Background: an optimization exercise with open tools, aiming at small area. Do not read the settings as production practice. The RTL was checked by simulation tests, not by an equivalence proof against the original design. Power and IR drop assume default switching activity.

## mc6809i
module mc6809i
#(
    parameter ILLEGAL_INSTRUCTIONS="GHOST"
)
(
    input   [7:0]  D,
    output  [7:0]  DOut,
    output  [15:0] ADDR,
    output  RnW,
    input   clk,
    output  BS,
    output  BA,
    input   nIRQ,
    input   nFIRQ,
    input   nNMI,
    output  AVMA,
    output  BUSY,
    output  LIC,
    input   nHALT,
    input   nRESET,
    input   nDMABREQ
);
For scale: about 170 flip-flops, about 15000 sq um of cells after synthesis.
Settings: LEC_CHECK=0, ABC_AREA=1, CAP_MARGIN=20, CORE_MARGIN=2, CORE_UTILIZATION=40, GPL_TIMING_DRIVEN=0, PLACE_DENSITY=0.55, SLEW_MARGIN=20; clock period 24.0 ns.
standard.sh (not shown) runs the stock make flow with config.mk's settings and CLKGATE_MAP_FILE= SYNTH_SCRIPT=/design/flow/synth_recipe.tcl, a recipe that flattens the netlist after the stock synthesis.
==> flow/flow/run.sh <==
#!/bin/bash
# The standard layout (standard.sh), with two changes:
#  - synthesis maps the logic with a stronger area-oriented ABC script
#    (flow/abc_area2.script); everything else in synthesis (yosys synth with
#    -nofsm -noshare, flattening, renaming, registers) is the standard flow's own script;
#  - clock tree synthesis uses clkbuf_16 and no dummy loads.
set -euo pipefail
W=$(pwd)
cat > "$W/my_synth.tcl" <<EOT
proc abc {args} {
  set i [lsearch \$args -script]
  if {\$i >= 0} { lset args [expr {\$i+1}] $W/flow/abc_area2.script }
  yosys abc {*}\$args
}
source $W/synth_recipe.tcl
EOT
sed "s|SYNTH_SCRIPT=[^ ]*|SYNTH_SCRIPT=$W/my_synth.tcl|" standard.sh > my_standard.sh
grep -q "SYNTH_SCRIPT=$W/my_synth.tcl" my_standard.sh
export CTS_ARGS="-sink_clustering_enable -repair_clock_nets -buf_list sky130_fd_sc_hd__clkbuf_16 -dont_use_dummy_load"
bash my_standard.sh > flow_make.log 2>&1
==> flow/flow/abc_area2.script <==
strash
ifraig
dc2
drw
drf
dc2
&get -n
&deepsyn -T 60
&put
dc2
drw
&get -n
&deepsyn -T 60
&put
dch -f
amap
strash
dc2
drw
dch -f
amap
strash
dc2
dch -f
amap
topo
The baseline went through all stages and came out clean.
Edit:
--- a/flow/flow/run.sh
+++ b/flow/flow/run.sh
@@ -4,5 +4,6 @@
 #    (flow/abc_area2.script); everything else in synthesis (yosys synth with
 #    -nofsm -noshare, flattening, renaming, registers) is the standard flow's own script;
-#  - clock tree synthesis uses clkbuf_16 and no dummy loads.
+#  - clock tree synthesis uses clkbuf_16 and no dummy loads;
+#  - the port buffers are buf_1 cells.
 set -euo pipefail
 W=$(pwd)
@@ -18,3 +19,4 @@
 grep -q "SYNTH_SCRIPT=$W/my_synth.tcl" my_standard.sh
 export CTS_ARGS="-sink_clustering_enable -repair_clock_nets -buf_list sky130_fd_sc_hd__clkbuf_16 -dont_use_dummy_load"
+export BUFFER_PORTS_ARGS="-buffer_cell sky130_fd_sc_hd__buf_1"
 bash my_standard.sh > flow_make.log 2>&1
Result:
- area after synthesis is unchanged
- wire length fell by a few percent
- setup slack degrades by 0.15 ns
- flip-flop and latch count stays the same
- global-route usage fell by 1.1 points
- worst hold slack improves by 0.017 ns
- via count fell slightly
- final area fell slightly
- final cell count hardly moves
Edit:
==> flow/flow/run.sh (replaced) <==
#!/bin/bash
# The standard layout (standard.sh), with two changes:
#  - synthesis maps the logic with a stronger area-oriented ABC script
#    (flow/abc_area2.script); everything else in synthesis (yosys synth with
#    -nofsm -noshare, flattening, renaming, registers) is the standard flow's own script;
#  - clock tree synthesis uses clkbuf_8 and no dummy loads.
set -euo pipefail
W=$(pwd)
cat > "$W/my_synth.tcl" <<EOT
proc abc {args} {
  set i [lsearch \$args -script]
  if {\$i >= 0} { lset args [expr {\$i+1}] $W/flow/abc_area2.script }
  yosys abc {*}\$args
}
source $W/synth_recipe.tcl
EOT
sed "s|SYNTH_SCRIPT=[^ ]*|SYNTH_SCRIPT=$W/my_synth.tcl|" standard.sh > my_standard.sh
grep -q "SYNTH_SCRIPT=$W/my_synth.tcl" my_standard.sh
export CTS_ARGS="-sink_clustering_enable -repair_clock_nets -buf_list sky130_fd_sc_hd__clkbuf_8 -dont_use_dummy_load"
bash my_standard.sh > flow_make.log 2>&1
==> flow/flow/abc_area2.script (replaced) <==
strash
ifraig
dc2
drw
drf
dc2
dch -f
amap
strash
dc2
drw
dch -f
amap
strash
dc2
dch -f
amap
topo
--- a/flow/config.mk
+++ b/flow/config.mk
@@ -10,4 +10,5 @@
 export CORE_MARGIN = 2
 export CORE_UTILIZATION = 40
+export CTS_BUF_LIST = sky130_fd_sc_hd__clkbuf_8
 export GPL_TIMING_DRIVEN = 0
 export PLACE_DENSITY = 0.55
Result: Final area increases by 7.4%; first-iteration DRC count increases by 13%; worst hold slack is better by 0.0092 ns.
Edit:
--- a/flow/flow/run.sh
+++ b/flow/flow/run.sh
@@ -4,5 +4,6 @@
 #    (flow/abc_area2.script); everything else in synthesis (yosys synth with
 #    -nofsm -noshare, flattening, renaming, registers) is the standard flow's own script;
-#  - clock tree synthesis uses clkbuf_8 and no dummy loads.
+#  - clock tree synthesis uses clkbuf_8 and no dummy loads;
+#  - the port buffers are buf_1 cells.
 set -euo pipefail
 W=$(pwd)
@@ -18,3 +19,4 @@
 grep -q "SYNTH_SCRIPT=$W/my_synth.tcl" my_standard.sh
 export CTS_ARGS="-sink_clustering_enable -repair_clock_nets -buf_list sky130_fd_sc_hd__clkbuf_8 -dont_use_dummy_load"
+export BUFFER_PORTS_ARGS="-buffer_cell sky130_fd_sc_hd__buf_1"
 bash my_standard.sh > flow_make.log 2>&1
The new run finished clean.
Core utilization fell by 0.63 points.
Hold slack degrades by 0.0053 ns.
Design area went down by 1.4%.
Area after synthesis is unchanged.
Clock skew went down by 0.014 ns.
Cell count does not change.
Die area does not change.
Power drops by about 1.9%.
Maximum frequency is lower by about 0.6%.

[afterwards: timing with drivers on the ports]
How much do the figures lean on ideal ports? The routed layouts below were timed once more, with nothing changed but the port constraints. Step 1: set_driving_cell puts a clkbuf_16 on clk and a buf_2 on each other input, an assumption about the parent block. Step 2 moves the port delays by t, midway between the first and last clock arrival at a register: inputs arrive t later, outputs are due t later. That takes back most of the time a late clock gives input paths. a / b / c = ideal ports / drivers / drivers and shift; a / b = the first two.
run	shift t [ns]	slack for setup (ns)	latest minus earliest clock arrival (ns)
the first run	0.523	2.042 / 2.042 / 1.834	0.055 / 0.056
the second run	0.524	1.893 / 1.893 / 1.893	0.035 / 0.035
the third run	0.621	2.304 / 2.304 / 1.885	0.050 / 0.049
the fourth run	0.623	2.164 / 2.164 / 2.077	0.036 / 0.036
After both steps setup and hold are still met in every run listed. For the third run, which loses most, drivers alone change the setup slack by 0.000 ns; drivers and shift together by -0.419 ns.
